Context: an optimization exercise on an open-source flow, tuned for small area and a short achievable clock period. The choices shown serve that exercise and are no tape-out recipe.
Where RTL was checked, it was by simulation tests only, not by an equivalence proof against the original.
Function not checked in runs 4 to 7: the RTL went through the layout flow alone.
Power and IR drop assume default switching activity.

==> design/flow/design.v <==
module t2c_late (
    input left, mid, right,    
    input mL, mF, mR,          
    input [3:0] dh,            
    input decide,              
    input at40,                
    input sp,                  
    input pm, cm, bm,          
    input [1:0] dirn, dL, dR, dU,        
    input [3:0] xp, xm, yp, ym,          
    input [8:0] xh,                      
    output go,                           
    output [2:0] move_n,
    output [1:0] dirn_n,
    output ex, ey,                       
    output [3:0] x_n, y_n,
    output pm_n, bm_n, cm_n,
    output [8:0] wr                      
);
  wire fL = ~left & ~mL;
  wire fF = ~mid & ~mF;
  wire fR = ~right & ~mR;
  wire nof = ~(fL | fF | fR);
  wire block = (fL & ~fF & ~fR) | (~fL & fF & ~fR) | (~fL & ~fF & fR);
  wire uf = sp & ((left & mid & ~right) | (left & ~mid & right) | (~left & mid & right));
  wire sL = decide & ~uf & fL;
  wire sF = decide & ~uf & ~fL & fF;
  wire sR = decide & ~uf & ~fL & ~fF & fR;
  wire sU = decide & (uf | (nof & ~at40));
  wire hold = ~(sL | sF | sR | sU);
  wire selN = dh[0] & sF | dh[1] & sL | dh[2] & sU | dh[3] & sR;
  wire selE = dh[0] & sR | dh[1] & sF | dh[2] & sL | dh[3] & sU;
  wire selS = dh[0] & sU | dh[1] & sR | dh[2] & sF | dh[3] & sL;
  wire selW = dh[0] & sL | dh[1] & sU | dh[2] & sR | dh[3] & sF;
  wire holdx = ~(selE | selW);
  wire holdy = ~(selN | selS);
  wire wm = decide & (pm & block | nof & ~at40);    
  assign go = ~hold;
  assign move_n = ({3{sL}} & 3'd2) | ({3{sF}} & 3'd1) | ({3{sR}} & 3'd3) | ({3{sU}} & 3'd4);
  assign dirn_n = ({2{sL}} & dL) | ({2{sF}} & dirn) | ({2{sR}} & dR) | ({2{sU}} & dU);
  assign ex = ~holdx;
  assign ey = ~holdy;
  assign x_n = ({4{selE}} & xp) | ({4{selW}} & xm);
  assign y_n = ({4{selS}} & yp) | ({4{selN}} & ym);
  assign pm_n = cm | wm;
  assign bm_n = cm | wm;
  assign cm_n = sU & bm;
  assign wr = xh & {9{wm}};
endmodule
module t2c_maze_explorer (
    input clk,
    input rst_n,
    input left,
    mid,
    right,   
    output reg [2:0] move
);
  reg [1:0] st;         
  reg [3:0] x_pos, y_pos;
  reg [1:0] dirn;       
  reg flag2;
  reg cm;               
  reg bm;               
  reg pm;               
  reg mN, mE, mS, mW;   
  wire [80:0] mark;     
  wire idle = ~st[1] & ~st[0];
  wire decide = st[1] & ~st[0];
  wire [15:0] xa, ya;   
  genvar gi, gj;
  generate
    for (gi = 0; gi < 16; gi = gi + 1) begin : g_dec
      assign xa[gi] = (x_pos == gi);
      assign ya[gi] = (y_pos == gi);
    end
  endgenerate
  wire [8:0] xh = xa[8:0], yh = ya[8:0];
  wire [8:0] col_y;     
  wire [8:0] row_x;     
  generate
    for (gi = 0; gi < 9; gi = gi + 1) begin : g_pl
      wire [8:0] a, b;
      for (gj = 0; gj < 9; gj = gj + 1) begin : g_t
        assign a[gj] = mark[gi*9+gj] & yh[gj];
        assign b[gj] = mark[gj*9+gi] & xh[gj];
      end
      assign col_y[gi] = |a;
      assign row_x[gi] = |b;
    end
  endgenerate
  wire x_out = |xa[15:9];
  wire y_out = |ya[15:9];
  always @(posedge clk) begin
    mE <= y_out | (|(col_y[8:1] & xa[7:0])) | (|xa[14:8]) | (xa[15] & col_y[0]);
    mW <= y_out | (|(col_y[8:0] & xa[9:1])) | xa[0] | (|xa[15:10]);
    mS <= x_out | (|(row_x[8:1] & ya[7:0])) | (|ya[14:8]) | (ya[15] & row_x[0]);
    mN <= x_out | (|(row_x[8:0] & ya[9:1])) | ya[0] | (|ya[15:10]);
  end
  wire [3:0] dh = {dirn == 2'd3, dirn == 2'd2, dirn == 2'd1, dirn == 2'd0};
  wire mL = dh[0] & mW | dh[1] & mN | dh[2] & mE | dh[3] & mS;
  wire mF = dh[0] & mN | dh[1] & mE | dh[2] & mS | dh[3] & mW;
  wire mR = dh[0] & mE | dh[1] & mS | dh[2] & mW | dh[3] & mN;
  wire at40 = xa[4] & ya[0];
  wire sp = at40 & ~flag2;
  wire [3:0] xp = {x_pos[3] ^ (&x_pos[2:0]), x_pos[2] ^ (&x_pos[1:0]), x_pos[1] ^ x_pos[0], ~x_pos[0]};
  wire [3:0] xm = {x_pos[3] ^ ~(|x_pos[2:0]), x_pos[2] ^ ~(|x_pos[1:0]), x_pos[1] ^ ~x_pos[0], ~x_pos[0]};
  wire [3:0] yp = {y_pos[3] ^ (&y_pos[2:0]), y_pos[2] ^ (&y_pos[1:0]), y_pos[1] ^ y_pos[0], ~y_pos[0]};
  wire [3:0] ym = {y_pos[3] ^ ~(|y_pos[2:0]), y_pos[2] ^ ~(|y_pos[1:0]), y_pos[1] ^ ~y_pos[0], ~y_pos[0]};
  wire [1:0] dL = {dirn[1] ^ ~dirn[0], ~dirn[0]};
  wire [1:0] dR = {dirn[1] ^ dirn[0], ~dirn[0]};
  wire [1:0] dU = {~dirn[1], dirn[0]};
  wire go, ex, ey;
  wire [2:0] move_n;
  wire [1:0] dirn_n;
  wire [3:0] x_n, y_n;
  wire pm_n, bm_n, cm_n;
  wire [8:0] wr;
  t2c_late u_late (
      .left(left), .mid(mid), .right(right), .mL(mL), .mF(mF), .mR(mR), .dh(dh),
      .decide(decide), .at40(at40), .sp(sp), .pm(pm), .cm(cm), .bm(bm),
      .dirn(dirn), .dL(dL), .dR(dR), .dU(dU), .xp(xp), .xm(xm), .yp(yp), .ym(ym), .xh(xh),
      .go(go), .move_n(move_n), .dirn_n(dirn_n), .ex(ex), .ey(ey), .x_n(x_n), .y_n(y_n),
      .pm_n(pm_n), .bm_n(bm_n), .cm_n(cm_n), .wr(wr));
  always @(posedge clk or negedge rst_n) begin
    if (!rst_n) begin
      st <= 2'b00;
      move <= 3'd0;
    end else begin
      st <= {st[1] | st[0], ~st[0]};
      if (go) move <= move_n;
    end
  end
  always @(posedge clk) begin
    if (idle) begin
      dirn <= 2'd0;
      x_pos <= 4'd4;
      y_pos <= 4'd8;
      flag2 <= 1'b0;
      cm <= 1'b1;
      bm <= 1'b1;
      pm <= 1'b1;
    end else begin
      if (decide && at40) flag2 <= 1'b1;
      if (decide) pm <= pm_n;
      if (go) begin
        dirn <= dirn_n;
        bm <= bm_n;
        cm <= cm_n;
      end
      if (ex) x_pos <= x_n;
      if (ey) y_pos <= y_n;
    end
  end
  generate
    for (gi = 0; gi < 9; gi = gi + 1) begin : g_wi
      for (gj = 0; gj < 9; gj = gj + 1) begin : g_wj
        if (gi == 4 && gj == 8) begin : g_start
          assign mark[gi*9+gj] = 1'b1;
        end else begin : g_cell
          reg m_n;   
          always @(posedge clk) m_n <= (m_n | idle) & ~(wr[gi] & yh[gj]);
          assign mark[gi*9+gj] = ~m_n;
        end
      end
    end
  endgenerate
endmodule
==> design/flow/flow/run.sh <==
#!/bin/bash
# Own layout flow: the standard flow, except that the synthesised netlist
# comes from the same synthesis script with different ABC mapping (see
# flow/mysynth.tcl and flow/settings.sh) and without the adder-cell mapping.
# Registers (names and cell types) are those of the standard synthesis; this
# is checked below, and the standard netlist is used if they differ.
set -euo pipefail
W=$PWD
F=$W/flow
R=$W/orfs/results/$FLOW_PLATFORM/t2c_maze_explorer/base
source $F/settings.sh

bash standard.sh synth > $W/log_std_synth.txt 2>&1
cp $R/1_2_yosys.v $W/std_1_2_yosys.v

# 2. own synthesis in a separate ORFS work folder
make -C $FLOW_HOME DESIGN_CONFIG=$W/config.mk WORK_HOME=$W/own \
  CLKGATE_MAP_FILE= SYNTH_SCRIPT=$F/mysynth.tcl synth > $W/log_own_synth.txt 2>&1
OWN=$W/own/results/$FLOW_PLATFORM/t2c_maze_explorer/base/1_2_yosys.v

regs() { grep -E '^ *sky130_fd_sc_hd__(df|ed|sd)[a-z]*_[0-9]+ ' "$1" | awk '{print $1, $2}' | sed 's/_[0-9]* / /' | sort; }
regs $R/1_2_yosys.v > $W/regs_std.txt
regs $OWN > $W/regs_own.txt
if cmp -s $W/regs_std.txt $W/regs_own.txt; then
  cp $OWN $R/1_2_yosys.v
  echo "own synthesis used" > $W/log_synth_choice.txt
else
  echo "register mismatch; keeping the standard synthesis" > $W/log_synth_choice.txt
fi

# 3. the rest of the standard flow on that netlist
export SETUP_SLACK_MARGIN=$FLOW_SETUP_MARGIN
bash standard.sh > $W/log_flow.txt 2>&1
==> design/flow/flow/area.abc <==
strash; dch -f; amap; topo
==> design/flow/flow/mysynth.tcl <==
proc synth {args} {

  yosys synth -nofsm -noshare {*}$args
  if {[lsearch -exact $args fine:] >= 0 && [info exists ::env(MY_LATE_OUTS)] && $::env(MY_LATE_OUTS) ne ""} {
    # mark the cells between the wires MY_LATE_INS and MY_LATE_OUTS
    yosys select -set lo {*}$::env(MY_LATE_OUTS) %ci*
    yosys select -set li {*}$::env(MY_LATE_INS) %ci*
    yosys setattr -set my_late 1 @lo @li %d
    yosys select -clear
  }
}
set ::env(ADDER_MAP_FILE) ""
proc abc {args} {
  set i [lsearch -exact $args -script]
  if {$i >= 0} {
    if {[info exists ::env(MY_ABC_SCRIPT)] && $::env(MY_ABC_SCRIPT) ne ""} {
      set args [lreplace $args $i [expr {$i+1}] -script $::env(MY_ABC_SCRIPT)]
    } else {
      set args [lreplace $args $i [expr {$i+1}]]
    }
  }
  set j [lsearch -exact $args -D]
  if {$j >= 0} { set args [lreplace $args $j [expr {$j+1}]] }
  if {[info exists ::env(MY_ABC_D)] && $::env(MY_ABC_D) ne ""} {
    lappend args -D $::env(MY_ABC_D)
  }
  if {[info exists ::env(MY_LATE_D)] && $::env(MY_LATE_D) ne ""} {
    # speed-map the logic cone of the sensor inputs first (up to the flip-flops)
    set stop {}
    foreach c [split [string trim [tee -q -s result.string select -list-mod =A:liberty_cell]] "\n"] {
      if {[regexp {__(df|ed|sd)} $c]} { lappend stop $c }
    }
    if {[info exists ::env(MY_LATE_OUTS)] && $::env(MY_LATE_OUTS) ne ""} {
      yosys select -set late a:my_late
    } else {
      yosys select -set late {*}$::env(MY_LATE_FROM) %co*:-[join $stop ,]
    }
    yosys tee -o $::env(REPORTS_DIR)/late_stat.txt stat @late
    set sargs $args
    set k [lsearch -exact $sargs -script]
    if {$k >= 0} { set sargs [lreplace $sargs $k [expr {$k+1}]] }
    if {[info exists ::env(MY_LATE_SCRIPT)] && $::env(MY_LATE_SCRIPT) ne ""} { lappend sargs -script $::env(MY_LATE_SCRIPT) }
    set k [lsearch -exact $sargs -D]
    if {$k >= 0} { set sargs [lreplace $sargs $k [expr {$k+1}]] }
    lappend sargs -D $::env(MY_LATE_D)
    puts "my late abc: $sargs"
    yosys abc {*}$sargs @late
    yosys select -clear
  }
  if {[info exists ::env(MY_KEEP)]} {
    set kargs $args
    set k [lsearch -exact $kargs -script]
    if {$k >= 0} { set kargs [lreplace $kargs $k [expr {$k+1}]] }
    set k [lsearch -exact $kargs -D]
    if {$k >= 0} { set kargs [lreplace $kargs $k [expr {$k+1}]] }
    if {[info exists ::env(MY_KEEP_SCRIPT)] && $::env(MY_KEEP_SCRIPT) ne ""} { lappend kargs -script $::env(MY_KEEP_SCRIPT) }
    lappend kargs -D $::env(MY_KEEP_D)
    foreach m $::env(MY_KEEP) {
      puts "my keep abc ($m): $kargs"
      yosys abc {*}$kargs $m
    }
    yosys abc {*}$args $::env(DESIGN_NAME)
    return
  }
  puts "my abc: $args"
  yosys abc {*}$args
}
# modules named in MY_KEEP keep their own hierarchy until after ABC, which maps
# them on their own with yosys's default (delay-driven) script and -D MY_KEEP_D
proc hierarchy {args} {
  yosys hierarchy {*}$args
  if {[info exists ::env(MY_KEEP)]} {
    foreach m $::env(MY_KEEP) { yosys setattr -mod -set keep_hierarchy 1 $m }
  }
}
source $::env(SCRIPTS_DIR)/synth.tcl
# left out here: clear keep_hierarchy, flatten, clean up, hide names made inside functions, write 1_2_yosys.v
==> design/flow/flow/settings.sh <==
# settings for flow/run.sh
# settings for flow/run.sh
export MY_ABC_SCRIPT=$F/area.abc   # ABC script for the design
export MY_KEEP=t2c_late            # module mapped on its own, delay-driven
export MY_KEEP_D=300               # its ABC delay target (ps)
export FLOW_SETUP_MARGIN=5.8       # repair_timing setup margin (ns)
==> design/flow/standard.sh <==
#!/bin/bash
# synth_recipe.tcl (not shown) runs the flow's synth.tcl, then flattens the netlist and writes it again
# the make line also repeats each setting of config.mk as NAME=value (left out here)
make -C /OpenROAD-flow-scripts/flow DESIGN_CONFIG=/design/flow/config.mk WORK_HOME=/design/flow/orfs CLKGATE_MAP_FILE= SYNTH_SCRIPT=/design/flow/synth_recipe.tcl "${@:-finish}"
==> design/flow/config.mk <==
export PLATFORM = sky130hd
export DESIGN_NAME = t2c_maze_explorer
export DESIGN_NICKNAME = t2c_maze_explorer
export VERILOG_FILES = /design/flow/design.v
export SDC_FILE = /design/flow/constraint.sdc
export NUM_CORES = 4
export LEC_CHECK = 0
export CAP_MARGIN = 20
export CORE_MARGIN = 2
export CORE_UTILIZATION = 50
export PLACE_DENSITY = 0.75
export SLEW_MARGIN = 20
==> design/flow/constraint.sdc <==
create_clock -name core_clock -period 9.0 [get_ports {clk}]
set_input_delay 1.8000 -clock core_clock [delete_from_list [all_inputs] [get_ports {clk}]]
set_output_delay 1.8000 -clock core_clock [all_outputs]
set_load 0.01 [all_outputs]
==> out/metrics.yaml, run 1 <==
status: "finished clean"
clkPwrFrac_pct: 15.7
dr.first_iter.drc_count: 591
grt_max_degree: 85
slew_headroom_pct: 40.62
clock_sinks: 103
core-area_um2: 9284
seqCellArea_um2: 2087
insertion_delay_ns: 0.39
grt_use_total_pct: 27.71
p_leak_uw: 0.001816
syn_nets: 558
fin_tns_setup_ns: 0
critPathCaptureType: "flip-flop"
critical-path-max-stage-delay_ns: 0.36
cts.path.max_buffers: 2
via_count: 4910
grt_pass1_wl_um: 22430
netlist_instances: 553
gp_congestion: 0.9177
cts_root_buf: "clkbuf_8"
viasPerCell: 6.801
switching_share_pct: 43.80
start_util_pct: 51.71
power_switching_uw: 800.2
critPathRequiredTime_ns: 9.29
final_util_pct: 60.66
wl_per_cell_um: 20.50
firstDrtPassIters: 6
detail-route-antenna-nets: 0
cts_buffers: 9
die_h_um: 102.0
synth_area_per_cell_um2: 8.681
critPathMaxFanout: 10
cts_tree: "yes"
first_global_vias: 4440
slowest_stage: "nor2b_1"
yosysWarnings: 1
ir_worst_vdd_mv: 0.1334
syn_area_um2: 4801
fmax_ghz: 0.3161
worst_setup_path_start_kind: "primary input"
critPathArrivalTime_ns: 3.45
dp_hpwl_um: 9540
seq_power_share_pct: 43.1
areaGrowthSynthToFinish_pct: 17.31
htreeDepth: 3
multi_input_area_um2: 2806
tightest_slew_ns: 0.8907
placementRows: 35
cap_violations: 0
overflow: 0
p_int_uw: 1027
hold_viol_final: 0
final_max_slew_viol_count: 0
drive_above_1_share_pct: 16.19
criticalPathCategory: "in -> reg"
portBuffers: 7
antenna_found_initial: 0
min_period_over_period_pct: 35.15
diodes: 0
io_pins: 8
chipWidth_um: 102.0
min_path_type: "reg -> reg"
die-area_um2: 10400
p_per_area_nw_per_um2: 324.4
cts_hold_buf: 0
clk_pin_slew_ns: 0.11
post-route-min-period_ns: 3.163
clock_skew_ns: 0.01063
path_cells: "buf_2 -> o22ai_4 -> or2_1 -> a31oi_4 -> nor2b_1 -> clkinv_2 -> o22a_1"
nets: 593
fill_cells: 830
wirelength_um: 14800
combPwrFrac_pct: 41.2
drcViolationCount: 0
rsz0062_at_grt: "yes"
finalSetupViolCount: 0
registers in the layout, summed over array words and instances, names as in the netlist:
signal                count
bm                        1
cm                        1
dirn                      2
flag2                     1
g_wi.g_wj.g_cell.m_n     80
mE                        1
mN                        1
mS                        1
mW                        1
move                      3
pm                        1
st                        2
x_pos                     4
y_pos                     4
repair_timing:
action	4_1_cts	5_1_grt
setup buffers	8	6
setup endpoints to repair	96	40
cloned	1	2
pin swaps	6	4
gates resized for setup	36	33
worst max-delay path: cells and delay by family:
| kind | cells | cell delay, ns |
|---|---|---|
| AO/OA/AOI/OAI | 3 | 0.69 |
| AND/OR/NAND/NOR | 2 | 0.60 |
| buffers and inverters | 2 | 0.37 |
power groups by stage:
stage	registers, uW	logic [uW]	clock network, uW
after floorplan	740	500	0
after global placement	774	638	0
after detailed placement	779	657	0
after CTS	770	684	291
after global routing	803	805	312
final	787	753	287
area by class of cell:
cell class	count	share of cell area (%)
Multi-Input combinational cell	402	49.83
Sequential cell	103	37.06
Inverter	48	3.621
Timing Repair Buffer	24	3.310
Tap cell	129	2.866
Clock buffer	10	2.266
Clock inverter	6	1.044
through the flow:
| step | cells | hold WS [ns] | power [uW] | setup WS (ns) | cell area, um^2 |
|---|---|---|---|---|---|
| after global routing | 722 | 0.5330 | 1920 | 5.754 | 5632 |
| after floorplan | 553 | 0.4323 | 1240 | 5.755 | 4881 |
| after CTS | 713 | 0.4885 | 1746 | 5.758 | 5444 |
| final | 722 | 0.5019 | 1827 | 5.837 | 5632 |
| after detailed placement | 688 | 0.4640 | 1436 | 4.754 | 5106 |
| after global placement | 688 | 0.4485 | 1412 | 4.871 | 5106 |
final timing paths:
| path | startpoint | end | slack, ns | cells after the start |
|---|---|---|---|---|
| max | mid | g_wi[0].g_wj[3].g_cell.m_n | 5.84 | 7 |
| min | bm | bm | 0.50 | 2 |
| max reg2reg | y_pos[0] | mW | 5.88 | 9 |
| min reg2reg | bm | bm | 0.50 | 2 |
| max in group asynchronous | rst_n | move[0] | 7.19 | 1 |
| min in group asynchronous | rst_n | st[0] | 1.61 | 1 |
per-layer routing:
layer,GRT usage [%],vias to the layer above,wire (um)
met3,6.019,33,1446
met4,8.718,0,337
met2,46.36,268,7000
met1,35.90,2369,6015
li1,-,2240,-
met5,0,-,0
placed cells by master, fill, tap and decap left out, drive strengths merged, types with 6 or more instances in the layout:
| master | n |
|---|---|
| clkinv | 35 |
| nand2 | 24 |
| nor2 | 69 |
| o221ai | 13 |
| inv | 14 |
| nor3 | 16 |
| o21ai | 27 |
| buf | 20 |
| nor4 | 12 |
| nand4 | 6 |
| nor2b | 9 |
| a22o | 8 |
| o22ai | 65 |
| a21oi | 34 |
| clkbuf | 10 |
| o22a | 79 |
| nand3 | 10 |
| dfxtp | 98 |
==> run 2: changes to the inputs <==
--- a/design/flow/flow/settings.sh
+++ b/design/flow/flow/settings.sh
@@ -1,4 +1,3 @@
-# settings for flow/run.sh
 # settings for flow/run.sh
 export MY_ABC_SCRIPT=$F/area.abc   # ABC script for the design
 export MY_KEEP=t2c_late            # module mapped on its own, delay-driven
==> design/flow/config.mk (replaced) <==
export PLATFORM = sky130hd
export DESIGN_NAME = t2c_maze_explorer
export DESIGN_NICKNAME = t2c_maze_explorer
export VERILOG_FILES = /design/flow/design.v
export SDC_FILE = /design/flow/constraint.sdc
export NUM_CORES = 4
export LEC_CHECK = 0
export CAP_MARGIN = 0
export CORE_MARGIN = 2
export CORE_UTILIZATION = 55
export SLEW_MARGIN = 0
==> run 2 against run 1 <==
  * Core utilization is 5.5 points higher
  * Clock skew increased by 0.0047 ns
  * Synthesized cell count did not move
  * Total power is 3.0% higher
  * Setup slack worse by 0.016 ns
  * Global-route usage up 3.0 points
  * Critical path depth rose by 2
  * Critical path type unchanged
  * Highest routed layer unchanged
==> out/metrics.yaml, run 2 <==
hold_viol_final: 0  # unchanged
chipWidth_um: 97.43  # -4.5%
critPathCaptureType: "flip-flop"
clock_skew_ns: 0.01529  # +0.004655 ns
antenna_found_initial: 0  # unchanged
first_global_vias: 4569  # +2.9%
reg2reg_depth: 8  # -1
fin_tns_setup_ns: 0  # unchanged
clkPwrFrac_pct: 17.6  # +1.9 points
switching_share_pct: 41.96  # -1.8 points
worst_setup_path_start_kind: "primary input"
combPwrFrac_pct: 40.4  # -0.8 points
dr.first_iter.drc_count: 516  # -13%
nets: 595  # +0.34%
portBuffers: 7  # unchanged
seq_power_share_pct: 42.0  # -1.1 points
drive_above_1_share_pct: 16.47  # +0.28 points
clock_sinks: 103  # unchanged
p_per_area_nw_per_um2: 331.0  # +2.0%
p_leak_uw: 0.001863  # +2.6%
critPathMaxFanout: 7  # -3
clk_pin_slew_ns: 0.10  # about the same
path_cells: "clkbuf_4 -> and3_4 -> o311a_4 -> nand2_1 -> o2111ai_4 -> buf_4 -> a22o_1 -> o21ai_1 -> a21oi_1"
cts_root_buf: "clkbuf_8"
via_count: 4854  # -1.1%
top_regs: "g_wi.g_wj.g_cell.m_n: 80 flops, x_pos: 4 flops, y_pos: 4 flops"
status: "finished clean"
die_h_um: 97.43  # -4.5%
overflow: 0  # unchanged
cts_buffers: 9  # unchanged
grt_max_degree: 85  # unchanged
netlist_instances: 553  # unchanged
final_common_cell: "dfxtp_1"
grt_use_total_pct: 30.74  # +3.0 points
detail-route-antenna-nets: 0  # unchanged
insertion_delay_ns: 0.37  # -0.02 ns
areaGrowthSynthToFinish_pct: 18.37
critPathBufInv: 2  # unchanged
power.total_uw: 1881  # +3.0%
grt_pass1_wl_um: 23610  # +5.3%
critical-path-max-stage-delay_ns: 0.41  # +0.05 ns
slew_headroom_pct: 39.72  # -0.90 points
ir_worst_vdd_mv: 0.1511  # +13%
final_util_pct: 66.13  # +5.5 points
regMostFlops: "g_wi.g_wj.g_cell.m_n"
firstDrtPassIters: 7  # +1
critPathArrivalTime_ns: 3.43  # -0.02 ns
critPathRequiredTime_ns: 9.25  # -0.04 ns
start_util_pct: 55.87  # +4.2 points
drcViolationCount: 0  # unchanged
crit_cells: 9  # +2
yosysWarnings: 1  # unchanged
finalSetupViolCount: 0  # unchanged
viasPerCell: 6.905  # +1.5%
final_max_slew_viol_count: 0  # unchanged
criticalPathCategory: "in -> reg"
cts.path.max_buffers: 2  # unchanged
htreeDepth: 3  # unchanged
final_cell_mix: "98 x dfxtp_1, 79 x o22a_1, 64 x o22ai_1, 62 x nor2_1, 32 x a21oi_1"
p_int_uw: 1092  # +6.4%
dp_hpwl_um: 9909  # +3.9%
power_switching_uw: 789.3  # -1.4%
wl_per_cell_um: 21.55  # +5.1%
min_path_type: "reg -> reg"
fmax_ghz: 0.3146  # -0.49%
slowest_stage: "o311a_4"
synth_area_per_cell_um2: 8.681  # unchanged
core-area_um2: 8593  # -7.4%
die-area_um2: 9493  # -8.7%
min_path_cells: 2  # unchanged
tightest_slew_ns: 0.9043  # +0.01353 ns
cts_tree: "yes"
wirelength_um: 15150  # +2.4%
rsz0062_at_grt: "yes"
gp_congestion: 0.9552  # +4.1%
cts_hold_buf: 0  # unchanged
diodes: 0  # unchanged
min_period_over_period_pct: 35.32  # +0.17 points
syn_area_um2: 4801  # unchanged
io_pins: 8  # unchanged
cap_violations: 0  # unchanged
largest_reg_flops: 80  # unchanged
syn_nets: 558  # unchanged
post-route-min-period_ns: 3.179  # +0.01559 ns
crit_family: "compound AO/OA/AOI/OAI gates"
placementRows: 34  # -2.9%
[run 2: metal layers]
metal / GRT usage [%] / vias up / share of wire (%)
met2: 48.44 / 238 / 46
met1: 41.86 / 2308 / 43
li1: - / 2251 / -
met3: 6.619 / 57 / 7.9
met5: 0 / - / 0
met4: 10.90 / 0 / 3.8
[run 2: stage by stage]
step	cells	hold WS, ns	area, um^2	setup slack (ns)
3_5_place_dp	669	0.4489	5095	4.774
6_report	703	0.4667	5683	5.821
3_3_place_gp	669	0.4452	5095	4.878
4_1_cts	691	0.4718	5507	5.813
2_1_floorplan	553	0.4323	4881	5.755
5_1_grt	703	0.5078	5683	5.721
[run 2: area by class of cell]
| type | count | area (um^2) |
|---|---|---|
| multi-input cells | 401 | 2800 |
| well taps | 108 | 135.1 |
| inverters | 48 | 198.9 |
| clock inverters | 6 | 97.59 |
| repair buffers | 27 | 226.5 |
| clock buffers | 10 | 137.6 |
| flip-flops and latches | 103 | 2087 |
| fillers | 710 | 2910 |
[run 2: path summary, 6_finish.rpt]
| kind | start | slack (ns) | endpoint |
|---|---|---|---|
| min | cm | 0.47 | cm |
| max reg2reg | y_pos[2] | 5.90 | mW |
| min reg2reg | cm | 0.47 | cm |
| max in group asynchronous | rst_n | 7.15 | move[1] |
| max | left | 5.82 | x_pos[1] |
| min in group asynchronous | rst_n | 1.65 | st[0] |
[run 2: repair_timing]
item,CTS,global route
resized for setup,49,25
pin swaps,7,8
buffers inserted,6,10
cloned,0,2
setup endpoints to repair,97,75
[run 2: tightest hold or removal path, cell delays in order (launching register included)]
cell	delay (ns)
dfxtp_1	0.33
o22ai_1	0.06
nand2_1	0.05
[run 2: power by group through the flow]
| stage | Clock, uW | Combinational [uW] | Sequential, uW |
|---|---|---|---|
| after floorplan | 0 | 500 | 740 |
| after global placement | 0 | 653 | 782 |
| after detailed placement | 0 | 666 | 784 |
| after CTS | 338 | 701 | 777 |
| after global routing | 355 | 823 | 811 |
| final | 331 | 761 | 790 |
==> run 3: changes to the inputs <==
==> design/flow/flow/settings.sh (replaced) <==
# settings for flow/run.sh
# settings for flow/run.sh
export MY_ABC_SCRIPT=$F/area.abc   # ABC script for the design
export MY_KEEP=t2c_late            # module mapped on its own, delay-driven
export MY_KEEP_D=300               # its ABC delay target (ps)
export FLOW_SETUP_MARGIN=5.7       # repair_timing setup margin (ns)
==> design/flow/config.mk (replaced) <==
export PLATFORM = sky130hd
export DESIGN_NAME = t2c_maze_explorer
export DESIGN_NICKNAME = t2c_maze_explorer
export VERILOG_FILES = /design/flow/design.v
export SDC_FILE = /design/flow/constraint.sdc
export NUM_CORES = 4
export LEC_CHECK = 0
export CAP_MARGIN = 20
export CORE_MARGIN = 2
export CORE_UTILIZATION = 50
export SLEW_MARGIN = 20
==> run 3 against run 2 <==
  * Total power fell by 2.2%
  * Fmax fell by 1.8%
  * Sequential share of layout area rose by 0.56 points
  * Synthesized cell count did not move
  * Clock skew fell by 0.0027 ns
  * Area after synthesis did not move
  * Largest power group unchanged
  * Largest cell class unchanged
  * Setup slack got worse by 0.058 ns
  * Non-clock buffer count fell by 5
  * Die area rose by 9.6%
  * Wire length rose by 3.6%
  * Critical endpoint is now x_pos[2]
  * First-iteration DRC count fell by 22%
  * Hold slack improved by 0.038 ns
==> out/metrics.yaml, run 3 <==
final_util_pct: 60.30  # -5.8 points
dr.first_iter.drc_count: 404  # -22%
dp_slack_ns: 4.813  # +0.03902 ns
clock_skew_ns: 0.01258  # -0.002705 ns
regMostFlops: "g_wi.g_wj.g_cell.m_n"
rsz0062_at_grt: "no"
netlist_instances: 553  # unchanged
combPwrFrac_pct: 41.5  # +1.1 points
criticalPathCategory: "in -> reg"
drcViolationCount: 0  # unchanged
overflow: 0  # unchanged
r2r_end: "mW"
clk_pin_slew_ns: 0.10  # about the same
rrSetupSlack_ns: 5.89  # about the same
top_regs: "g_wi.g_wj.g_cell.m_n: 80 flops, x_pos: 4 flops, y_pos: 4 flops"
final_common_cell: "dfxtp_1"
start_util_pct: 51.71  # -4.2 points
htreeDepth: 3  # unchanged
min_path_type: "reg -> reg"
worst_setup_path_start_kind: "primary input"
min_path_cells: 1  # -1
cts.path.max_buffers: 2  # unchanged
io_pins: 8  # unchanged
hold_viol_final: 0  # unchanged
wirelength_um: 15690  # +3.6%
min_period_over_period_pct: 35.96  # +0.64 points
post-route-min-period_ns: 3.236  # +0.05765 ns
syn_nets: 558  # unchanged
insertion_delay_ns: 0.38  # about the same
critPathArrivalTime_ns: 3.50  # +0.07 ns
worst_slack_ns: 5.764  # -0.05765 ns
min_to: "move[0]"
cts_buffers: 9  # unchanged
power_switching_uw: 809.8  # +2.6%
chipWidth_um: 102.0  # +4.7%
wl_per_cell_um: 21.76  # +1.0%
r2r-start: "y_pos[2]"
grt_max_degree: 85  # unchanged
viasPerCell: 6.788  # -1.7%
die-area_um2: 10400  # +9.6%
final_cell_mix: "98 x dfxtp_1, 79 x o22a_1, 66 x nor2_1, 64 x o22ai_1"
diodes: 0  # unchanged
critPathCaptureType: "flip-flop"
syn_area_um2: 4801  # unchanged
p_leak_uw: 0.001792  # -3.8%
grt_pass1_wl_um: 23770  # +0.67%
nets: 592  # -0.50%
fin_tns_setup_ns: 0  # unchanged
first_global_vias: 4389  # -3.9%
min_from: "move[0]"
stdcell_area_um2: 5598  # -1.5%
tightest_slew_ns: 0.8967  # -0.007599 ns
portBuffers: 7  # unchanged
slew_headroom_pct: 40.22  # +0.51 points
synth_area_per_cell_um2: 8.681  # unchanged
via_count: 4894  # +0.82%
cap_violations: 0  # unchanged
reg2reg_depth: 10  # +2
die_h_um: 102.0  # +4.7%
clkPwrFrac_pct: 15.4  # -2.2 points
cts_root_buf: "clkbuf_8"
clock_sinks: 103  # unchanged
grt_use_total_pct: 29.98  # -0.76 points
place_area_um2: 5044  # -1.0%
detail-route-antenna-nets: 0  # unchanged
core-area_um2: 9284  # +8.0%
finalSetupViolCount: 0  # unchanged
cts_tree: "yes"
final_max_slew_viol_count: 0  # unchanged
antenna_found_initial: 0  # unchanged
areaGrowthSynthToFinish_pct: 16.60
gp_congestion: 0.9462  # -0.94%
status: "finished clean"
largest_reg_flops: 80  # unchanged
firstDrtPassIters: 6  # -1
whs_ns: 0.5049  # +0.03823 ns
p_int_uw: 1030  # -5.7%
critPathRequiredTime_ns: 9.26  # about the same
dp_hpwl_um: 10090  # +1.8%
fmax_ghz: 0.3090  # -1.8%
seq_power_share_pct: 43.1  # +1.1 points
ir_worst_vdd_mv: 0.2051  # +36%
yosysWarnings: 1  # unchanged
placementRows: 35  # +2.9%
switching_share_pct: 44.02  # +2.1 points
critPathMaxFanout: 5  # -2
drive_above_1_share_pct: 14.36  # -2.1 points
p_per_area_nw_per_um2: 328.6  # -0.71%
[run 3: power by group through the flow]
stage	logic (uW)	clock network [uW]	registers, uW
after CTS	693	290	782
after detailed placement	659	0	786
after floorplan	485	0	740
final	763	284	793
after global routing	821	308	811
after global placement	647	0	784
[run 3: stage by stage]
step | instances | total power, uW
floorplan | 553 | 1226
global placement | 690 | 1431
detailed placement | 690 | 1445
CTS | 712 | 1765
global route | 721 | 1941
finish | 721 | 1840
[run 3: final cells by class]
class / instances / area, um^2
Multi-Input combinational cell: 403 / 2775
Sequential cell: 103 / 2087
Timing Repair Buffer: 22 / 186.4
Clock inverter: 7 / 65.06
Tap cell: 129 / 161.4
Clock buffer: 9 / 123.9
Fill cell: 865 / 3686
Inverter: 48 / 198.9
[run 3: layer usage]
layer / track usage, % / part of all wire (%) / wire, um / up-vias
met5: 0 / 0 / 0 / -
met4: 8.821 / 3.3 / 521 / 0
met3: 7.524 / 7.6 / 1193 / 54
met2: 48.48 / 47 / 7442 / 230
met1: 39.86 / 42 / 6533 / 2359
li1: - / - / - / 2251
[run 3: worst max-delay path by stage]
stage               endpoint  cells after the start  slack (ns)     start
finish              x_pos[2]                      9        5.76     right
global placement    x_pos[3]                      9        4.85      left
CTS                 x_pos[3]                     10        5.70      left
global route        y_pos[0]                     13        5.66  y_pos[0]
detailed placement  x_pos[3]                      9        4.81      left
floorplan           y_pos[0]                      9        5.74      left
[run 3: worst max-delay path: stages]
cell and delay, ns:
clkdlybuf4s15_2 0.25, and3_4 0.22, o31a_2 0.40, nand3_1 0.11, o2111ai_2 0.15, buf_4 0.18, a22o_1 0.17, a21oi_1 0.12
o21ai_0 0.09
[run 3: what timing repair did]
| action | in CTS | in global routing |
|---|---|---|
| hold buffers | 0 | 0 |
| gates cloned | 2 | 2 |
| resized for setup | 36 | 33 |
| pin swaps | 5 | 4 |
| setup endpoints to repair | 97 | 37 |
| setup buffers | 4 | 7 |
==> run 4: changes to the inputs <==
--- a/design/flow/design.v
+++ b/design/flow/design.v
@@ -8,14 +8,15 @@
     input pm, cm, bm,          
     input [1:0] dirn, dL, dR, dU,        
     input [3:0] xp, xm, yp, ym,          
-    input [8:0] xh,                      
+    input [8:0] wra,                     
+    input [8:0] wrb,                     
     output go,                           
     output [2:0] move_n,
     output [1:0] dirn_n,
     output ex, ey,                       
     output [3:0] x_n, y_n,
     output pm_n, bm_n, cm_n,
-    output [8:0] wr                      
+    output [8:0] wr_n                    
 );
   wire fL = ~left & ~mL;
   wire fF = ~mid & ~mF;
@@ -45,7 +46,7 @@
   assign pm_n = cm | wm;
   assign bm_n = cm | wm;
   assign cm_n = sU & bm;
-  assign wr = xh & {9{wm}};
+  assign wr_n = ~((wra & {9{block}}) | (wrb & {9{nof}}));
 endmodule
 module t2c_maze_explorer (
     input clk,
@@ -114,13 +115,15 @@
   wire [1:0] dirn_n;
   wire [3:0] x_n, y_n;
   wire pm_n, bm_n, cm_n;
-  wire [8:0] wr;
+  wire [8:0] wr_n;
+  wire [8:0] wra = xh & {9{decide & pm}};
+  wire [8:0] wrb = xh & {9{decide & ~at40}};
   t2c_late u_late (
       .left(left), .mid(mid), .right(right), .mL(mL), .mF(mF), .mR(mR), .dh(dh),
       .decide(decide), .at40(at40), .sp(sp), .pm(pm), .cm(cm), .bm(bm),
-      .dirn(dirn), .dL(dL), .dR(dR), .dU(dU), .xp(xp), .xm(xm), .yp(yp), .ym(ym), .xh(xh),
+      .dirn(dirn), .dL(dL), .dR(dR), .dU(dU), .xp(xp), .xm(xm), .yp(yp), .ym(ym), .wra(wra), .wrb(wrb),
       .go(go), .move_n(move_n), .dirn_n(dirn_n), .ex(ex), .ey(ey), .x_n(x_n), .y_n(y_n),
-      .pm_n(pm_n), .bm_n(bm_n), .cm_n(cm_n), .wr(wr));
+      .pm_n(pm_n), .bm_n(bm_n), .cm_n(cm_n), .wr_n(wr_n));
   always @(posedge clk or negedge rst_n) begin
     if (!rst_n) begin
       st <= 2'b00;
@@ -158,7 +161,7 @@
           assign mark[gi*9+gj] = 1'b1;
         end else begin : g_cell
           reg m_n;   
-          always @(posedge clk) m_n <= (m_n | idle) & ~(wr[gi] & yh[gj]);
+          always @(posedge clk) m_n <= (m_n | idle) & (wr_n[gi] | ~yh[gj]);
           assign mark[gi*9+gj] = ~m_n;
         end
       end
==> design/flow/flow/settings.sh (replaced) <==
# settings for flow/run.sh
export MY_ABC_SCRIPT=$F/area.abc   # ABC script for the design
export MY_KEEP=t2c_late            # module mapped on its own, delay-driven
export MY_KEEP_D=300               # its ABC delay target (ps)
export FLOW_SETUP_MARGIN=6.0       # repair_timing setup margin (ns)
--- a/design/flow/config.mk
+++ b/design/flow/config.mk
@@ -7,5 +7,5 @@
 export LEC_CHECK = 0
 export CAP_MARGIN = 20
 export CORE_MARGIN = 2
-export CORE_UTILIZATION = 50
+export CORE_UTILIZATION = 55
 export SLEW_MARGIN = 20
==> run 4 against run 3 <==
  * Still clean
  * Clock skew grew 0.0038 ns
  * Area after synthesis grew 0.68%
  * Die area shrank 8.2%
  * Combinational power grew 32%
  * Clock power is essentially flat
  * Global-route usage grew 3.6 points
  * Final area grew 10%
  * Critical path depth is the same
  * Register-to-register slack gained 0.14 ns
  * Fmax grew 6.6%
  * Non-clock buffer count grew 37
  * Critical endpoint is now x_pos[3]
  * Largest power group is now combinational logic
==> out/metrics.yaml, run 4 <==
cap_violations: 0  # unchanged
die-area_um2: 9554  # -8.2%
min_path_type: "reg -> reg"
placementRows: 34  # -2.9%
dp_hpwl_um: 10010  # -0.83%
clock_sinks: 103  # unchanged
grt_pass1_wl_um: 25490  # +7.2%
worst_slack_ns: 5.963  # +0.1992 ns
tightest_slew_ns: 0.9293  # +0.03261 ns
netlist_instances: 543  # -1.8%
cts_root_buf: "clkbuf_8"
viasPerCell: 7.286  # +7.3%
min_period_over_period_pct: 33.75  # -2.2 points
first_global_vias: 4832  # +10%
post-route-min-period_ns: 3.037  # -0.1992 ns
critical-path-max-stage-delay_ns: 0.34  # -0.06 ns
criticalPathCategory: "in -> reg"
cts_tree: "yes"
slowest_stage: "o31a_4"
rsz0062_at_grt: "yes"
chipWidth_um: 97.75  # -4.2%
finalSetupViolCount: 0  # unchanged
critPathMaxFanout: 6  # +1
cts.path.max_buffers: 2  # unchanged
grt_max_degree: 85  # unchanged
start_util_pct: 55.97  # +4.3 points
htreeDepth: 3  # unchanged
p_leak_uw: 0.002061  # +15%
multi_input_area_um2: 3105  # +12%
p_per_area_nw_per_um2: 343.2  # +4.4%
areaGrowthSynthToFinish_pct: 27.93
syn_nets: 548  # -1.8%
dp_slack_ns: 4.518  # -0.2950 ns
top_regs: "g_wi.g_wj.g_cell.m_n: 80 flops, x_pos: 4 flops, y_pos: 4 flops"
seqCellArea_um2: 2091  # +0.18%
clk_pin_slew_ns: 0.10  # about the same
gp_congestion: 0.9400  # -0.66%
wirelength_um: 16680  # +6.3%
regMostFlops: "g_wi.g_wj.g_cell.m_n"
drive_above_1_share_pct: 26.01  # +12 points
final_cell_mix: "95 x o22a_1, 95 x dfxtp_1, 62 x nor2_1, 61 x o22ai_1, 47 x buf_4"
nets: 619  # +4.6%
critPathCaptureType: "flip-flop"
ir_worst_vdd_mv: 0.1763  # -14%
core-area_um2: 8636  # -7.0%
fmax_ghz: 0.3293  # +6.6%
critPathArrivalTime_ns: 3.35  # -0.15 ns
slew_headroom_pct: 38.05  # -2.2 points
fill_cells: 679  # -22%
largest_reg_flops: 80  # unchanged
synth_area_per_cell_um2: 8.901  # +2.5%
insertion_delay_ns: 0.39  # about the same
cts_buffers: 9  # unchanged
diodes: 0  # unchanged
path_cells: "buf_12 -> and3_4 -> o31a_4 -> nand2_4 -> o2111ai_4 -> or2_4 -> inv_4 -> o21ai_0 -> a21oi_1"
status: "finished clean"
critPathRequiredTime_ns: 9.31  # +0.05 ns
overflow: 0  # unchanged
firstDrtPassIters: 7  # +1
portBuffers: 7  # unchanged
fin_tns_setup_ns: 0  # unchanged
die_h_um: 97.75  # -4.2%
yosysWarnings: 1  # unchanged
antenna_found_initial: 0  # unchanged
detail-route-antenna-nets: 0  # unchanged
grt_use_total_pct: 33.60  # +3.6 points
hold_viol_final: 0  # unchanged
via_count: 5297  # +8.2%
clock_skew_ns: 0.01640  # +0.003815 ns
wl_per_cell_um: 22.94  # +5.4%
drcViolationCount: 0  # unchanged
syn_area_um2: 4833  # +0.68%
worst_setup_path_start_kind: "primary input"
io_pins: 8  # unchanged
final_max_slew_viol_count: 0  # unchanged
dr.first_iter.drc_count: 538  # +33%
[run 4: stage by stage]
step	total power, uW	cells	hold WS [ns]	area (um^2)	utilization [%]
floorplan	1362	543	0.4327	5017	-
global placement	1576	659	0.4423	5226	60.52
detailed placement	1597	659	0.4528	5226	60.52
CTS	1999	718	0.4785	5921	68.56
global route	2214	727	0.4941	6183	71.60
finish	2122	727	0.4788	6183	71.60
[run 4: worst max-delay path: cells and delay by family]
family,cells,cell delay (ns)
buffers and inverters,2,0.21
AO/OA/AOI/OAI,4,0.72
AND/OR/NAND/NOR,3,0.62
[run 4: layout make-up]
cell class              count  share of cell area (%)
repair inverters            1                 0.08094
repair buffers             59                   8.175
clock buffers              10                   2.064
flip-flops and latches    103                   33.81
clock inverters             6                   1.012
multi-input cells         410                   50.22
well taps                 108                   2.185
inverters                  30                   2.448
[run 4: worst paths after layout]
| kind | cells after the start | start | slack, ns | end |
|---|---|---|---|---|
| worst max-delay path | 9 | mid | 5.96 | x_pos[3] |
| worst min-delay path | 2 | bm | 0.48 | bm |
| worst max register to register | 13 | x_pos[0] | 6.03 | x_pos[3] |
| worst min register to register | 2 | bm | 0.48 | bm |
| max in group asynchronous | 1 | rst_n | 7.16 | st[0] |
| min in group asynchronous | 1 | rst_n | 1.64 | move[1] |
[run 4: timing repair]
item                                    in CTS  in global routing
setup buffers                               40                  8
gates cloned                                 3                  1
hold buffers                                 0                  0
endpoints found under the setup margin     101                 97
pin swaps                                   25                 17
gates resized for setup                     63                 49
[run 4: routing by layer]
layer,wire length [um],GRT usage [%]
met3,1570,7.659
met1,6661,43.72
met5,0,0
met4,759,16.88
met2,7688,52.84
[run 4: power breakdown]
| group | internal [uW] | switching (uW) | total, uW |
|---|---|---|---|
| logic | 416 | 594 | 1010 |
| registers | 648 | 178 | 826 |
| clock network | 109 | 178 | 286 |
| total | 1170 | 949 | 2120 |
==> run 5: changes to the inputs <==
==> design/flow/flow/settings.sh (replaced) <==
# settings for flow/run.sh
export MY_ABC_SCRIPT=$F/area.abc   # ABC script for the design
export MY_KEEP=t2c_late            # module mapped on its own, delay-driven
export MY_KEEP_D=300               # its ABC delay target (ps)
export FLOW_SETUP_MARGIN=5.8       # repair_timing setup margin (ns)
==> run 5 against run 4 <==
  * Final area shrank 5.7%
  * Combinational power shrank 9%
  * Clock skew shrank 0.0040 ns
  * Core utilization shrank 4.1 points
  * Sequential share of layout area grew 2.0 points
  * Synthesized cell count is the same
  * First-iteration DRC count is the same
  * Global-route usage shrank 1.1 points
  * Highest routed layer unchanged
  * Final cell count shrank 3.3%
==> out/metrics.yaml, run 5 <==
final_max_slew_viol_count: 0  # unchanged
largest_reg_flops: 80  # unchanged
die-area_um2: 9554  # unchanged
antenna_found_initial: 0  # unchanged
yosysWarnings: 1  # unchanged
cts_tree: "yes"
clock_sinks: 103  # unchanged
top_regs: "g_wi.g_wj.g_cell.m_n: 80 flops, x_pos: 4 flops, y_pos: 4 flops"
critPathCaptureType: "flip-flop"
p_leak_uw: 0.001895  # -8.1%
chipWidth_um: 97.75  # unchanged
wirelength_um: 15760  # -5.5%
portBuffers: 7  # unchanged
cts_buffers: 9  # unchanged
dp_hpwl_um: 10020  # +0.15%
core-area_um2: 8636  # unchanged
via_count: 5054  # -4.6%
final_util_pct: 67.55  # -4.1 points
firstDrtPassIters: 6  # -1
viasPerCell: 7.189  # -1.3%
clk_pin_slew_ns: 0.10  # about the same
dr.first_iter.drc_count: 538  # unchanged
worst_slack_ns: 5.874  # -0.08913 ns
drive_above_1_share_pct: 20.00  # -6.0 points
synth_area_per_cell_um2: 8.901  # unchanged
diodes: 0  # unchanged
first_global_vias: 4663  # -3.5%
io_pins: 8  # unchanged
min_path_type: "reg -> reg"
ir_worst_vdd_mv: 0.1799  # +2.0%
start_util_pct: 55.97  # unchanged
gp_congestion: 0.9385  # -0.16%
clock_skew_ns: 0.01237  # -0.004029 ns
grt_use_total_pct: 32.48  # -1.1 points
critPathArrivalTime_ns: 3.39  # +0.04 ns
critPathMaxFanout: 6  # unchanged
whs_ns: 0.4852  # +0.006421 ns
regMostFlops: "g_wi.g_wj.g_cell.m_n"
cts.path.max_buffers: 2  # unchanged
finalSetupViolCount: 0  # unchanged
cap_violations: 0  # unchanged
critPathRequiredTime_ns: 9.27  # -0.04 ns
post-route-min-period_ns: 3.126  # +0.08913 ns
placementRows: 34  # unchanged
final_common_cell: "dfxtp_1"
fmax_ghz: 0.3199  # -2.9%
hold_viol_final: 0  # unchanged
overflow: 0  # unchanged
insertion_delay_ns: 0.38  # about the same
fin_tns_setup_ns: 0  # unchanged
slew_headroom_pct: 39.06  # +1.0 points
areaGrowthSynthToFinish_pct: 20.68
netlist_instances: 543  # unchanged
tightest_slew_ns: 0.9141  # -0.01521 ns
status: "finished clean"
cts_root_buf: "clkbuf_8"
nets: 596  # -3.7%
syn_area_um2: 4833  # unchanged
p_per_area_nw_per_um2: 346.7  # +1.0%
final_cell_mix: "98 x dfxtp_1, 95 x o22a_1, 63 x nor2_1, 61 x o22ai_1, 28 x buf_4"
htreeDepth: 3  # unchanged
min_path_cells: 2  # unchanged
grt_pass1_wl_um: 24750  # -2.9%
die_h_um: 97.75  # unchanged
syn_nets: 548  # unchanged
criticalPathCategory: "in -> reg"
rsz0062_at_grt: "yes"
cts_hold_buf: 0  # unchanged
fill_cells: 708  # +4.3%
drcViolationCount: 0  # unchanged
min_period_over_period_pct: 34.74  # +0.99 points
worst_setup_path_start_kind: "primary input"
reg2reg_depth: 14  # +1
wl_per_cell_um: 22.41  # -2.3%
grt_max_degree: 85  # unchanged
dp_slack_ns: 4.601  # +0.08301 ns
detail-route-antenna-nets: 0  # unchanged
==> run 5: power breakdown <==
group / total, uW / switching, uW / internal (uW) / leakage (uW)
clock network: 281 / 174 / 107 / 0.0000954
logic: 923 / 548 / 376 / 0.000937
registers: 818 / 171 / 647 / 0.000862
==> run 5: worst paths after layout <==
kind	slack, ns	from	to
worst max register to register	5.94	y_pos[0]	x_pos[2]
min in group asynchronous	1.66	rst_n	st[1]
worst min register to register	0.49	bm	bm
worst max-delay path	5.87	left	x_pos[2]
max in group asynchronous	7.12	rst_n	st[0]
worst min-delay path	0.49	bm	bm
==> run 5: timing repair <==
| item | CTS | global route |
|---|---|---|
| gates resized for setup | 34 | 34 |
| buffers inserted | 8 | 17 |
| setup endpoints to repair | 98 | 78 |
| pin swaps | 8 | 11 |
| gates cloned | 3 | 1 |
==> run 5: through the flow <==
stage               std cells  total power, uW  cell area (um^2)
floorplan                 543             1355              4986
global placement          659             1563              5200
detailed placement        659             1585              5200
CTS                       685             1913              5574
global route              703             2135              5833
finish                    703             2023              5833
==> run 5: critical path, cell delays in order <==
cell and delay (ns):
buf_2 0.22, a21oi_4 0.13, o311a_4 0.43, nand2_1 0.13, o2111ai_4 0.15, a22o_2 0.29, a21oi_1 0.15, o21ai_1 0.09
==> run 5: metal layers <==
metal	wire length, um	track usage (%)
met5	0	0
met4	604	13.89
met3	1394	7.230
met2	7388	52.31
met1	6368	42.34
==> run 5: cell type report <==
cell class | count | area [um^2] | area share, %
Multi-Input combinational cell | 410 | 2999 | 51.42
Sequential cell | 103 | 2087 | 35.78
Timing Repair Buffer | 36 | 287.8 | 4.934
Tap cell | 108 | 135.1 | 2.317
Inverter | 30 | 132.6 | 2.274
Clock buffer | 9 | 123.9 | 2.124
Clock inverter | 6 | 62.56 | 1.073
Timing Repair inverter | 1 | 5.005 | 0.08580
==> run 6: changes to the inputs <==
--- a/design/flow/flow/settings.sh
+++ b/design/flow/flow/settings.sh
@@ -1,3 +1,4 @@
+# settings for flow/run.sh
 # settings for flow/run.sh
 export MY_ABC_SCRIPT=$F/area.abc   # ABC script for the design
 export MY_KEEP=t2c_late            # module mapped on its own, delay-driven
--- a/design/flow/config.mk
+++ b/design/flow/config.mk
@@ -7,5 +7,5 @@
 export LEC_CHECK = 0
 export CAP_MARGIN = 20
 export CORE_MARGIN = 2
-export CORE_UTILIZATION = 55
+export CORE_UTILIZATION = 50
 export SLEW_MARGIN = 20
==> run 6 against run 5 <==
  * Synthesized cell count unchanged
  * Sequential share of layout area grew 0.15 points
  * Global-route usage shrank 3.1 points
  * Clock power shrank 4%
  * Clock-buffer cell count up 2
  * Total power shrank 1.4%
  * Sequential cell count stayed put
  * Wire length shrank 4.0%
  * Non-clock buffer count rose by 3
==> out/metrics.yaml, run 6 <==
status: "finished clean"
use_met3_pct: 6.430  # -0.80 points
yosysWarnings: 1  # unchanged
ir_worst_vdd_mv: 0.1683  # -6.5%
grt_use_met2_pct: 47.17  # -5.1 points
antenna_found_initial: 0  # unchanged
min_period_over_period_pct: 34.83  # +0.091 points
cap_violations: 0  # unchanged
dr.first_iter.drc_count: 393  # -27%
dp_slack_ns: 4.595  # -0.006270 ns
final_common_cell: "dfxtp_1"
critPathRequiredTime_ns: 9.25  # -0.02 ns
cts_hold_buf: 0  # unchanged
grt_pass1_wl_um: 23660  # -4.4%
fmax_ghz: 0.3190  # -0.26%
final_max_slew_viol_count: 0  # unchanged
slowest_stage: "or4_1"
power_switching_uw: 860.0  # -3.7%
rsz0062_at_grt: "no"
cts_buffers: 9  # unchanged
core-area_um2: 9328  # +8.0%
placementRows: 35  # +2.9%
io_pins: 8  # unchanged
synth_area_per_cell_um2: 8.901  # unchanged
drive_above_1_share_pct: 19.30  # -0.70 points
finalSetupViolCount: 0  # unchanged
nets: 596  # unchanged
cts.path.max_buffers: 2  # unchanged
crit_family: "simple AND/OR/NAND/NOR gates"
slew_headroom_pct: 40.84  # +1.8 points
insertion_delay_ns: 0.37  # about the same
largest_reg_flops: 80  # unchanged
detail-route-antenna-nets: 0  # unchanged
clock_sinks: 103  # unchanged
instances_no_fill: 725  # +3.1%
p_leak_uw: 0.001892  # -0.14%
cts_tree: "yes"
clock_skew_ns: 0.01165  # -0.0007174 ns
clkPwrFrac_pct: 13.6  # -0.3 points
start_util_pct: 51.82  # -4.2 points
syn_area_um2: 4833  # unchanged
combPwrFrac_pct: 45.4  # -0.3 points
whs_ns: 0.4851  # -0.0001180 ns
min_path_type: "reg -> reg"
cts_root_buf: "clkbuf_8"
dp_hpwl_um: 10200  # +1.7%
p_per_area_nw_per_um2: 343.2  # -1.0%
firstDrtPassIters: 7  # +1
via_count: 4934  # -2.4%
die-area_um2: 10470  # +9.6%
criticalPathCategory: "reg -> reg"
post-route-min-period_ns: 3.134  # +0.008200 ns
worst_slack_ns: 5.866  # -0.008200 ns
critPathArrivalTime_ns: 3.38  # about the same
grt_use_total_pct: 29.42  # -3.1 points
viasPerCell: 6.806  # -5.3%
areaGrowthSynthToFinish_pct: 20.17
die_h_um: 102.3  # +4.7%
busiest_layer: "met2"
wirelength_um: 15120  # -4.0%
path_cells: "clkinvlp_4 -> buf_4 -> nand4_1 -> buf_4 -> buf_4 -> o22ai_1 -> nor2_1 -> o21ai_0 -> nor3_1 -> a21oi_1 -> or4_1 -> or4_1"
dp_cells: 682  # +3.5%
worst_path_most_repeated_cell: "buf_4"
gp_congestion: 0.9327  # -0.62%
portBuffers: 7  # unchanged
wl_per_cell_um: 20.85  # -7.0%
critPathMaxFanout: 12  # +6
htreeDepth: 3  # unchanged
syn_nets: 548  # unchanged
seq_power_share_pct: 41.0  # +0.6 points
tightest_slew_ns: 0.8874  # -0.02671 ns
fin_tns_setup_ns: 0  # unchanged
diodes: 0  # unchanged
overflow: 0  # unchanged
drcViolationCount: 0  # unchanged
critPathBufInv: 4  # +3
clk_pin_slew_ns: 0.10  # about the same
grtUsageMet1_pct: 39.23  # -3.1 points
worst_setup_path_start_kind: "flip-flop"
top_regs: "g_wi.g_wj.g_cell.m_n: 80 flops, x_pos: 4 flops, y_pos: 4 flops"
switching_share_pct: 43.14  # -1.0 points
critical-path-max-stage-delay_ns: 0.49  # +0.06 ns
p_int_uw: 1133  # +0.32%
first_global_vias: 4483  # -3.9%
regMostFlops: "g_wi.g_wj.g_cell.m_n"
netlist_instances: 543  # unchanged
critPathCaptureType: "flip-flop"
hold_viol_final: 0  # unchanged
grt_max_degree: 85  # unchanged
chipWidth_um: 102.3  # +4.7%
final_cell_mix: "98 x dfxtp_1, 95 x o22a_1, 64 x nor2_1, 61 x o22ai_1, 31 x buf_4"
==> run 6: changes by cell type in the layout (fill, tap and decap cells not counted), sizes merged <==
cell      change
o31a          -1
clkinvlp      -1
clkinv        +1
inv           -1
nand4         -2
clkbuf        +1
buf           +4
==> run 6: worst min-delay path, stage by stage, from the launching register on <==
cell and delay (ns):
dfxtp_1 0.34, o22ai_1 0.07, nand2_1 0.06
==> run 6: worst paths after layout <==
kind                                end  slack (ns)      from  cells after the start
worst min register to register       bm        0.49        bm                      2
min in group asynchronous       move[0]        1.64     rst_n                      1
worst max register to register       mS        5.87  x_pos[3]                     12
worst min-delay path                 bm        0.49        bm                      2
max in group asynchronous         st[0]        7.17     rst_n                      1
worst max-delay path                 mS        5.87  x_pos[3]                     12
==> run 6: power by group through the flow <==
stage	Clock, uW	Sequential [uW]	Combinational (uW)
floorplan	0	770	585
global placement	0	811	766
detailed placement	0	816	783
CTS	278	807	819
global route	297	838	972
finish	271	816	906
==> run 6: per-layer routing <==
metal  share of wire (%)  vias to the layer above
met1                  44                     2371
met3                 7.5                       42
met4                 2.7                        0
met5                   0                        -
met2                  46                      217
li1                    -                     2304
==> run 6: layout make-up <==
cell class	instances	area (um^2)
flip-flops and latches	103	2087
repair buffers	39	321.6
multi-input cells	407	2920
repair inverters	1	5.005
clock buffers	11	141.4
well taps	129	161.4
inverters	30	131.4
clock inverters	5	40.04
fillers	830	3520
==> run 6: repair_timing <==
action                                  4_1_cts  5_1_grt
pin swaps                                     3       10
buffers inserted                              4       22
resized for setup                            30       40
endpoints found under the setup margin       98       98
cloned                                        0        1
==> run 6: stage by stage <==
step	util, %	cell area (um^2)	power [uW]
final	62.27	5808	1993
after global placement	56.19	5241	1577
after CTS	59.25	5527	1904
after global routing	62.27	5808	2106
after floorplan	-	4986	1355
after detailed placement	56.19	5241	1599
==> run 7: changes to the inputs <==
--- a/design/flow/design.v
+++ b/design/flow/design.v
@@ -8,15 +8,15 @@
     input pm, cm, bm,          
     input [1:0] dirn, dL, dR, dU,        
     input [3:0] xp, xm, yp, ym,          
-    input [8:0] wra,                     
-    input [8:0] wrb,                     
+    input [8:0] xh,                      
+    input [2:0] move,
+    input [3:0] x, y,                    
     output go,                           
-    output [2:0] move_n,
-    output [1:0] dirn_n,
-    output ex, ey,                       
-    output [3:0] x_n, y_n,
+    output [2:0] move_d,                 
+    output [1:0] dirn_d,
+    output [3:0] x_d, y_d,
     output pm_n, bm_n, cm_n,
-    output [8:0] wr_n                    
+    output [8:0] wr                      
 );
   wire fL = ~left & ~mL;
   wire fF = ~mid & ~mF;
@@ -37,16 +37,16 @@
   wire holdy = ~(selN | selS);
   wire wm = decide & (pm & block | nof & ~at40);    
   assign go = ~hold;
-  assign move_n = ({3{sL}} & 3'd2) | ({3{sF}} & 3'd1) | ({3{sR}} & 3'd3) | ({3{sU}} & 3'd4);
-  assign dirn_n = ({2{sL}} & dL) | ({2{sF}} & dirn) | ({2{sR}} & dR) | ({2{sU}} & dU);
-  assign ex = ~holdx;
-  assign ey = ~holdy;
-  assign x_n = ({4{selE}} & xp) | ({4{selW}} & xm);
-  assign y_n = ({4{selS}} & yp) | ({4{selN}} & ym);
+  assign move_d = ({3{sL}} & 3'd2) | ({3{sF}} & 3'd1) | ({3{sR}} & 3'd3) | ({3{sU}} & 3'd4) |
+                  ({3{hold}} & move);
+  assign dirn_d = ({2{sL}} & dL) | ({2{sF}} & dirn) | ({2{sR}} & dR) | ({2{sU}} & dU) |
+                  ({2{hold}} & dirn);
+  assign x_d = ({4{selE}} & xp) | ({4{selW}} & xm) | ({4{holdx}} & x);
+  assign y_d = ({4{selS}} & yp) | ({4{selN}} & ym) | ({4{holdy}} & y);
   assign pm_n = cm | wm;
   assign bm_n = cm | wm;
   assign cm_n = sU & bm;
-  assign wr_n = ~((wra & {9{block}}) | (wrb & {9{nof}}));
+  assign wr = xh & {9{wm}};
 endmodule
 module t2c_maze_explorer (
     input clk,
@@ -110,31 +110,23 @@
   wire [1:0] dL = {dirn[1] ^ ~dirn[0], ~dirn[0]};
   wire [1:0] dR = {dirn[1] ^ dirn[0], ~dirn[0]};
   wire [1:0] dU = {~dirn[1], dirn[0]};
-  wire go, ex, ey;
-  wire [2:0] move_n;
-  wire [1:0] dirn_n;
-  wire [3:0] x_n, y_n;
+  wire go;
+  wire [2:0] move_d;
+  wire [1:0] dirn_d;
+  wire [3:0] x_d, y_d;
   wire pm_n, bm_n, cm_n;
-  wire [8:0] wr_n;
-  wire [8:0] wra = xh & {9{decide & pm}};
-  wire [8:0] wrb = xh & {9{decide & ~at40}};
+  wire [8:0] wr;
   t2c_late u_late (
       .left(left), .mid(mid), .right(right), .mL(mL), .mF(mF), .mR(mR), .dh(dh),
       .decide(decide), .at40(at40), .sp(sp), .pm(pm), .cm(cm), .bm(bm),
-      .dirn(dirn), .dL(dL), .dR(dR), .dU(dU), .xp(xp), .xm(xm), .yp(yp), .ym(ym), .wra(wra), .wrb(wrb),
-      .go(go), .move_n(move_n), .dirn_n(dirn_n), .ex(ex), .ey(ey), .x_n(x_n), .y_n(y_n),
-      .pm_n(pm_n), .bm_n(bm_n), .cm_n(cm_n), .wr_n(wr_n));
+      .dirn(dirn), .dL(dL), .dR(dR), .dU(dU), .xp(xp), .xm(xm), .yp(yp), .ym(ym), .xh(xh),
+      .move(move), .x(x_pos), .y(y_pos),
+      .go(go), .move_d(move_d), .dirn_d(dirn_d), .x_d(x_d), .y_d(y_d),
+      .pm_n(pm_n), .bm_n(bm_n), .cm_n(cm_n), .wr(wr));
   always @(posedge clk or negedge rst_n) begin
     if (!rst_n) begin
       st <= 2'b00;
       move <= 3'd0;
-    end else begin
-      st <= {st[1] | st[0], ~st[0]};
-      if (go) move <= move_n;
-    end
-  end
-  always @(posedge clk) begin
-    if (idle) begin
       dirn <= 2'd0;
       x_pos <= 4'd4;
       y_pos <= 4'd8;
@@ -143,15 +135,17 @@
       bm <= 1'b1;
       pm <= 1'b1;
     end else begin
+      st <= {st[1] | st[0], ~st[0]};
       if (decide && at40) flag2 <= 1'b1;
       if (decide) pm <= pm_n;
       if (go) begin
-        dirn <= dirn_n;
         bm <= bm_n;
         cm <= cm_n;
       end
-      if (ex) x_pos <= x_n;
-      if (ey) y_pos <= y_n;
+      move <= move_d;
+      dirn <= dirn_d;
+      x_pos <= x_d;
+      y_pos <= y_d;
     end
   end
   generate
@@ -161,7 +155,7 @@
           assign mark[gi*9+gj] = 1'b1;
         end else begin : g_cell
           reg m_n;   
-          always @(posedge clk) m_n <= (m_n | idle) & (wr_n[gi] | ~yh[gj]);
+          always @(posedge clk) m_n <= (m_n | idle) & ~(wr[gi] & yh[gj]);
           assign mark[gi*9+gj] = ~m_n;
         end
       end
==> design/flow/flow/settings.sh (replaced) <==
# settings for flow/run.sh
export MY_ABC_SCRIPT=$F/area.abc   # ABC script for the design
export MY_KEEP=t2c_late            # module mapped on its own, delay-driven
export MY_KEEP_D=300               # its ABC delay target (ps)
export FLOW_SETUP_MARGIN=6.0       # repair_timing setup margin (ns)
--- a/design/flow/config.mk
+++ b/design/flow/config.mk
@@ -7,5 +7,5 @@
 export LEC_CHECK = 0
 export CAP_MARGIN = 20
 export CORE_MARGIN = 2
-export CORE_UTILIZATION = 50
+export CORE_UTILIZATION = 55
 export SLEW_MARGIN = 20
==> run 7 against run 6 <==
  * Hold slack improved by 0.0019 ns
  * Global-route usage increased by 4.1 points
  * Non-clock buffer count increased by 22
  * Clock skew decreased by 0.00086 ns
  * Still clean on timing, DRC and antenna
  * Sequential share of layout area decreased by 2.4 points
  * Critical path type is now in -> reg
  * Total power increased by 1.9%
  * First-iteration DRC count increased by 55%
  * Wire length increased by 13%
==> out/metrics.yaml, run 7 <==
crit_start: "left"
grt_use_total_pct: 33.57  # +4.1 points
first_global_vias: 4798  # +7.0%
firstDrtPassIters: 5  # -2
detail-route-antenna-nets: 0  # unchanged
post-route-min-period_ns: 3.276  # +0.1411 ns
finalSetupViolCount: 0  # unchanged
start_util_pct: 57.00  # +5.2 points
diodes: 0  # unchanged
final_cell_mix: "84 x dfxtp_1, 78 x o22a_1, 66 x nor2_1, 57 x o22ai_1, 46 x buf_4"
final_max_slew_viol_count: 0  # unchanged
critPathRequiredTime_ns: 9.27  # +0.02 ns
cap_violations: 0  # unchanged
critPathMaxFanout: 5  # -7
via_count: 5210  # +5.6%
yosysWarnings: 1  # unchanged
core-area_um2: 8763  # -6.0%
r2r-start: "y_pos[2]"
dp_hpwl_um: 10470  # +2.6%
criticalPathCategory: "in -> reg"
syn_nets: 565  # +3.1%
antenna_found_initial: 0  # unchanged
crit_family: "simple AND/OR/NAND/NOR gates"
largest_reg_flops: 80  # unchanged
chipWidth_um: 99.30  # -3.0%
cts_tree: "yes"
final_common_cell: "dfxtp_1"
clk_pin_slew_ns: 0.11  # about the same
gp_congestion: 0.9778  # +4.8%
status: "finished clean"
instances_no_fill: 746  # +2.9%
regMostFlops: "g_wi.g_wj.g_cell.m_n"
clock_sinks: 103  # unchanged
die-area_um2: 9860  # -5.8%
clock_skew_ns: 0.01079  # -0.0008587 ns
whs_ns: 0.4869  # +0.001880 ns
cts_root_buf: "clkbuf_8"
min_from: "move[2]"
ir_worst_vdd_mv: 0.1679  # -0.24%
syn_area_um2: 4995  # +3.3%
io_pins: 8  # unchanged
stdcell_area_um2: 6462  # +11%
htreeDepth: 3  # unchanged
min_period_over_period_pct: 36.39  # +1.6 points
worst_setup_path_start_kind: "primary input"
fin_tns_setup_ns: 0  # unchanged
fill_cells: 635  # -23%
hold_viol_final: 0  # unchanged
areaGrowthSynthToFinish_pct: 29.38
dr.first_iter.drc_count: 608  # +55%
critPathBufInv: 3  # -1
cts_hold_buf: 0  # unchanged
top_regs: "g_wi.g_wj.g_cell.m_n: 80 flops, x_pos: 4 flops, y_pos: 4 flops"
path_cells: "buf_12 -> and3_4 -> o31ai_4 -> buf_6 -> buf_16 -> nor3_4 -> or4_4 -> o311ai_4"
viasPerCell: 6.984  # +2.6%
synth_area_per_cell_um2: 8.919  # +0.20%
critPathCaptureType: "flip-flop"
fmax_ghz: 0.3053  # -4.3%
cts.path.max_buffers: 2  # unchanged
slew_headroom_pct: 37.89  # -2.9 points
p_per_area_nw_per_um2: 314.3  # -8.4%
min_path_type: "reg -> reg"
placementRows: 34  # -2.9%
final_util_pct: 73.74  # +11 points
drive_above_1_share_pct: 29.94  # +11 points
p_leak_uw: 0.002243  # +19%
grt_pass1_wl_um: 26140  # +10%
netlist_instances: 560  # +3.1%
tightest_slew_ns: 0.9287  # +0.04130 ns
rsz0062_at_grt: "yes"
wirelength_um: 17020  # +13%
dp_cells: 674  # -1.2%
drcViolationCount: 0  # unchanged
portBuffers: 7  # unchanged
die_h_um: 99.30  # -3.0%
place_area_um2: 5410  # +3.2%
wl_per_cell_um: 22.82  # +9.4%
slowest_stage: "or4_4"
overflow: 0  # unchanged
grt_max_degree: 82  # -3.5%
insertion_delay_ns: 0.38  # about the same
nets: 638  # +7.0%
cts_buffers: 9  # unchanged
critical-path-max-stage-delay_ns: 0.59  # +0.10 ns
critPathArrivalTime_ns: 3.55  # +0.17 ns
[run 7: final cells by class]
class / count / area [um^2] / area share [%]
tap: 108 / 135.1 / 2.091
clock inverter: 6 / 65.06 / 1.007
timing repair buffer: 61 / 556.8 / 8.616
multi-input combinational: 398 / 3113 / 48.17
timing repair inverter: 1 / 7.507 / 0.1162
clock buffer: 10 / 127.6 / 1.975
sequential: 103 / 2168 / 33.55
inverter: 59 / 289.0 / 4.472
[run 7: layer usage]
layer  routed length, um  track usage (%)  part of all wire (%)  vias up
met5                   0                0                     0        -
met4                 588            13.91                   3.5        0
met3                1316            4.849                   7.7       56
met2                8120            55.09                    48      291
met1                6995            44.54                    41     2487
li1                    -                -                     -     2376
[run 7: path summary, 6_finish.rpt]
check / endpoint / slack, ns / depth (start not counted)
min in group asynchronous: y_pos[0] / 1.94 / 1
worst max register to register: y_pos[0] / 5.80 / 14
worst min register to register: move[2] / 0.49 / 1
max in group asynchronous: y_pos[1] / 6.44 / 1
worst max-delay path: y_pos[0] / 5.72 / 8
worst min-delay path: move[2] / 0.49 / 1
[run 7: what timing repair did]
action	in CTS	in global routing
pin swaps	22	27
gates resized for setup	66	43
cloned	4	2
buffers inserted	23	27
setup endpoints to repair	102	81
[run 7: power by group]
part / internal, uW / total (uW) / switching, uW
Combinational: 389 / 949 / 560
Sequential: 636 / 796 / 160
Clock: 109 / 286 / 177
[run 7: stage by stage]
stage	power (uW)	setup WS (ns)
after floorplan	1302	5.649
after detailed placement	1509	4.395
after CTS	1886	5.756
final	2031	5.724
after global placement	1495	4.496
after global routing	2127	5.692

Setup slack of run 7, layout unchanged: 5.724 ns with ideal ports, 5.709 ns with driving cells assumed (clock clkbuf_16, inputs buf_2), 5.302 ns with port delays also shifted by the 0.407 ns mid clock arrival.
